Background: an optimization exercise with open tools, aiming at small area. Do not read the settings as production practice.
The RTL was checked by simulation tests, not by an equivalence proof against the original design.
Power is estimated from default activity; no workload was simulated.

## run A
// aqueduct_codec
module aqueduct_codec(
    input         clk,
    input         rst,
    input  [63:0] s_axis_tdata,
    input   [7:0] s_axis_tkeep,
    input   [7:0] s_axis_tuser,
    input   [7:0] s_axis_tdest,
    input         s_axis_tlast,
    input         s_axis_tvalid,
    output        s_axis_tready,
    input         s_pause,
    input         s_send_pause,
    input         rx_almost_full,
    input         rx_almost_empty,
    output [63:0] tx_payload,
    output  [1:0] tx_header,
    input  [63:0] rx_payload,
    input   [1:0] rx_header,
    input         rx_valid,
    output [63:0] m_axis_tdata,
    output  [7:0] m_axis_tkeep,
    output  [7:0] m_axis_tuser,
    output  [7:0] m_axis_tdest,
    output        m_axis_tlast,
    output        m_axis_tvalid,
    output        m_error,
    output        m_pause,
    output        m_unpause,
    output  [7:0] m_pause_src
);
export LEC_CHECK = 0
export CAP_MARGIN = 20
export CORE_MARGIN = 2
export CORE_UTILIZATION = 40
export CTS_BUF_LIST = sky130_fd_sc_hd__clkbuf_8
export CTS_CLUSTER_SIZE = 30
export SLEW_MARGIN = 20
create_clock -name core_clock -period 4.5 [get_ports {clk}]
standard.sh (not shown) runs the stock make flow with config.mk's settings and CLKGATE_MAP_FILE= SYNTH_SCRIPT=/design/flow/synth_recipe.tcl, a recipe that flattens the netlist after the stock synthesis.
==> flow/flow/run.sh <==
#!/bin/bash
cp standard.sh standard_sh.log 2>/dev/null
export BUFFER_PORTS_ARGS="-buffer_cell sky130_fd_sc_hd__buf_1"
bash standard.sh > standard_run.log 2>&1
For run B, these inputs were changed with respect to run A:
- CTS_CLUSTER_SIZE: 30 -> 24
- CORE_UTILIZATION: 40 -> 65
- ABC_AREA: unset -> 1
- CTS_CLUSTER_DIAMETER: unset -> 150
- CTS_BUF_LIST: sky130_fd_sc_hd__clkbuf_8 -> sky130_fd_sc_hd__clkbuf_16
==> results.txt <==
Of the two values seen for launching element of the worst setup path, payload_encoder_inst.tkeep_temp[1]$_DFFE_PP_ was produced by run B and payload_encoder_inst.b_keep[3]$_DFFE_PP_ by run A. Run B vs. run A: total number of multi-input combinational cells higher; combinational power rose about 30%; area after synthesis saw a decrease.
Inputs modified between run B and run C:
- ABC_AREA removed (was 1)
==> flow/flow/run.sh <==
#!/bin/bash
# The standard layout with two changes:
#  - synthesis maps the logic with an area-oriented ABC script (flow/area.abc);
#    everything else in synthesis (registers, flattening, renaming) is the standard flow's own
#  - port buffers are made of the smallest buffer cell
set -euo pipefail
HERE=$(pwd)
FLOWDIR=$(cd "$(dirname "$0")" && pwd)
cp "$FLOWDIR/area.abc" "$HERE/area.abc"
{
  echo "proc abc {args} {"
  echo "  set i [lsearch -exact \$args -script]"
  echo "  if {\$i >= 0} { lset args [expr {\$i + 1}] $HERE/area.abc }"
  echo "  yosys abc {*}\$args"
  echo "}"
  cat "$HERE/synth_recipe.tcl"
} > "$HERE/area_synth.tcl"
sed "s#SYNTH_SCRIPT=[^ ]*#SYNTH_SCRIPT=$HERE/area_synth.tcl#" standard.sh > my_standard.sh
grep -q "SYNTH_SCRIPT=$HERE/area_synth.tcl" my_standard.sh
export BUFFER_PORTS_ARGS="-buffer_cell sky130_fd_sc_hd__buf_1"
bash my_standard.sh > flow_run.log 2>&1
==> flow/flow/area.abc (new file) <==
strash
&get -n
&fraig -x
&put
scorr
dc2
dretime
strash
&get -n
&dch -f
&nf -R 1000
&put
strash
&get -n
&dch -f
&nf -R 1000
&put
Findings:
Run comparison: run C most common library cell in the layout ignoring fill and taps buf_1; run B most common library cell in the layout ignoring fill and taps nand2_1. Run C completed end to end with timing, DRC and antenna clean. Post-CTS resize count (run C over run B): increase, 3. On wire length of the first global-routing pass, run C does better than run B. Run C vs. run B: maximum net fanout on the critical path picked up an extra 5; fraction of the mapped netlist area in adder cells neither gained nor lost much; part of the total power dissipated in combinational logic lost 2.5 points; placer congestion estimate lost about 4%; slew at the pin closest to its max-slew limit lost 0.12 ns. Run B -> run C: via count of the first global-routing pass decreased by more than 10%.

* * *

aqueduct_codec, a different RTL version from the one above (not shown whole).
Size in the first run: about 1,100 cells after synthesis, ~350 flip-flops, about 0.014 sq mm of cells after synthesis.
==> flow/design.v (excerpt) <==
module aqueduct_codec(
    input         clk,
    input         rst,
    input  [63:0] s_axis_tdata,
    input   [7:0] s_axis_tkeep,
    input   [7:0] s_axis_tuser,
    input   [7:0] s_axis_tdest,
    input         s_axis_tlast,
    input         s_axis_tvalid,
    output        s_axis_tready,
    input         s_pause,
    input         s_send_pause,
    input         rx_almost_full,
    input         rx_almost_empty,
    output [63:0] tx_payload,
    output  [1:0] tx_header,
    input  [63:0] rx_payload,
    input   [1:0] rx_header,
    input         rx_valid,
    output [63:0] m_axis_tdata,
    output  [7:0] m_axis_tkeep,
    output  [7:0] m_axis_tuser,
    output  [7:0] m_axis_tdest,
    output        m_axis_tlast,
    output        m_axis_tvalid,
    output        m_error,
    output        m_pause,
    output        m_unpause,
    output  [7:0] m_pause_src
);
Settings: LEC_CHECK=0, CAP_MARGIN=20, CORE_MARGIN=2, CORE_UTILIZATION=65, CTS_BUF_LIST=sky130_fd_sc_hd__clkbuf_16, CTS_CLUSTER_DIAMETER=150, CTS_CLUSTER_SIZE=24, SLEW_MARGIN=20; clock period 4.5 ns.
==> flow/flow/run.sh <==
#!/bin/bash
# The standard layout with two changes:
#  - synthesis maps the logic with an area-oriented ABC script (flow/area.abc);
#    everything else in synthesis (registers, flattening, renaming) is the standard flow's own
#  - port buffers are made of the smallest buffer cell
set -euo pipefail
HERE=$(pwd)
FLOWDIR=$(cd "$(dirname "$0")" && pwd)
cp "$FLOWDIR/area.abc" "$HERE/area.abc"
{
  echo "proc abc {args} {"
  echo "  set i [lsearch -exact \$args -script]"
  echo "  if {\$i >= 0} { lset args [expr {\$i + 1}] $HERE/area.abc }"
  echo "  yosys abc {*}\$args"
  echo "}"
  cat "$HERE/synth_recipe.tcl"
} > "$HERE/area_synth.tcl"
sed "s#SYNTH_SCRIPT=[^ ]*#SYNTH_SCRIPT=$HERE/area_synth.tcl#" standard.sh > my_standard.sh
grep -q "SYNTH_SCRIPT=$HERE/area_synth.tcl" my_standard.sh
export BUFFER_PORTS_ARGS="-buffer_cell sky130_fd_sc_hd__buf_1"
bash my_standard.sh > flow_run.log 2>&1
==> flow/flow/area.abc <==
strash
&get -n
&fraig -x
&put
scorr
dc2
dretime
strash
&get -n
&dch -f
&nf -R 1000
&put
strash
&get -n
&dch -f
&nf -R 1000
&put
The baseline produced a clean layout.
Then changed:
--- a/flow/flow/area.abc
+++ b/flow/flow/area.abc
@@ -10,2 +10 @@
-&dch -f
-&nf -R 1000
+&deepsyn -T 60
CTS_CLUSTER_SIZE = 28   (was 24)
What happened:
- The changed run finished with timing, DRC and antenna clean
- final area is lower by about 8%
- first-iteration DRC count shrinks by 38%
- sequential share of layout area rose by 4.4 points
- non-clock buffer count shrinks by 22
- area after synthesis shrinks by about 6%
- critical path depth goes down by 2
- global-route usage shrinks by 3.4 points
Then changed:
--- a/flow/flow/area.abc
+++ b/flow/flow/area.abc
@@ -10 +10,2 @@
-&deepsyn -T 60
+&dch -f
+&nf -R 1000
=> Via count climbs by 19%. Critical path depth climbs by 2. Setup slack improves by 0.0058 ns. Final area climbs by 7.9%. Worst hold slack stays flat. Total power climbs by 5.2%. Final cell count climbs by about 15%. Sequential power climbs by about 1%. Count of clock-buffer cells in the layout does not change.

==> separate check: timing with driven ports <==
Ports are ideal in the flow. The routed layouts listed here were re-timed in OpenROAD.
Step 1 assumes that a clkbuf_16 drives the clock port and a buf_2 every other input.
Step 2 adds t to the input delays and takes it off the output delays; t is the mean of the earliest and latest rising clock arrival at the registers after step 1. Input paths then give back, and output paths get back, about the clock's delay inside the block.
Slacks: no drivers / after step 1 / after step 2; pairs: no drivers / after step 1.
run | t (ns) | setup slack, ns | latest minus earliest clock arrival (ns) | worst register clock-pin slew, ns
run A | 0.686 | 0.078 / 0.031 / 0.670 | 0.040 / 0.039 | 0.07 / 0.07
run B | 0.561 | 0.351 / 0.302 / 0.753 | 0.023 / 0.023 | 0.10 / 0.10
run C | 0.561 | 0.119 / 0.070 / 0.473 | 0.019 / 0.018 | 0.10 / 0.10
the first run of note 2 | 0.563 | 0.204 / 0.157 / 0.663 | 0.023 / 0.024 | 0.10 / 0.10
the second run of note 2 | 0.556 | 0.207 / 0.158 / 0.349 | 0.025 / 0.025 | 0.10 / 0.10
the third run of note 2 | 0.569 | 0.213 / 0.165 / 0.649 | 0.022 / 0.022 | 0.11 / 0.11
After both steps setup and hold are still met in every run listed.
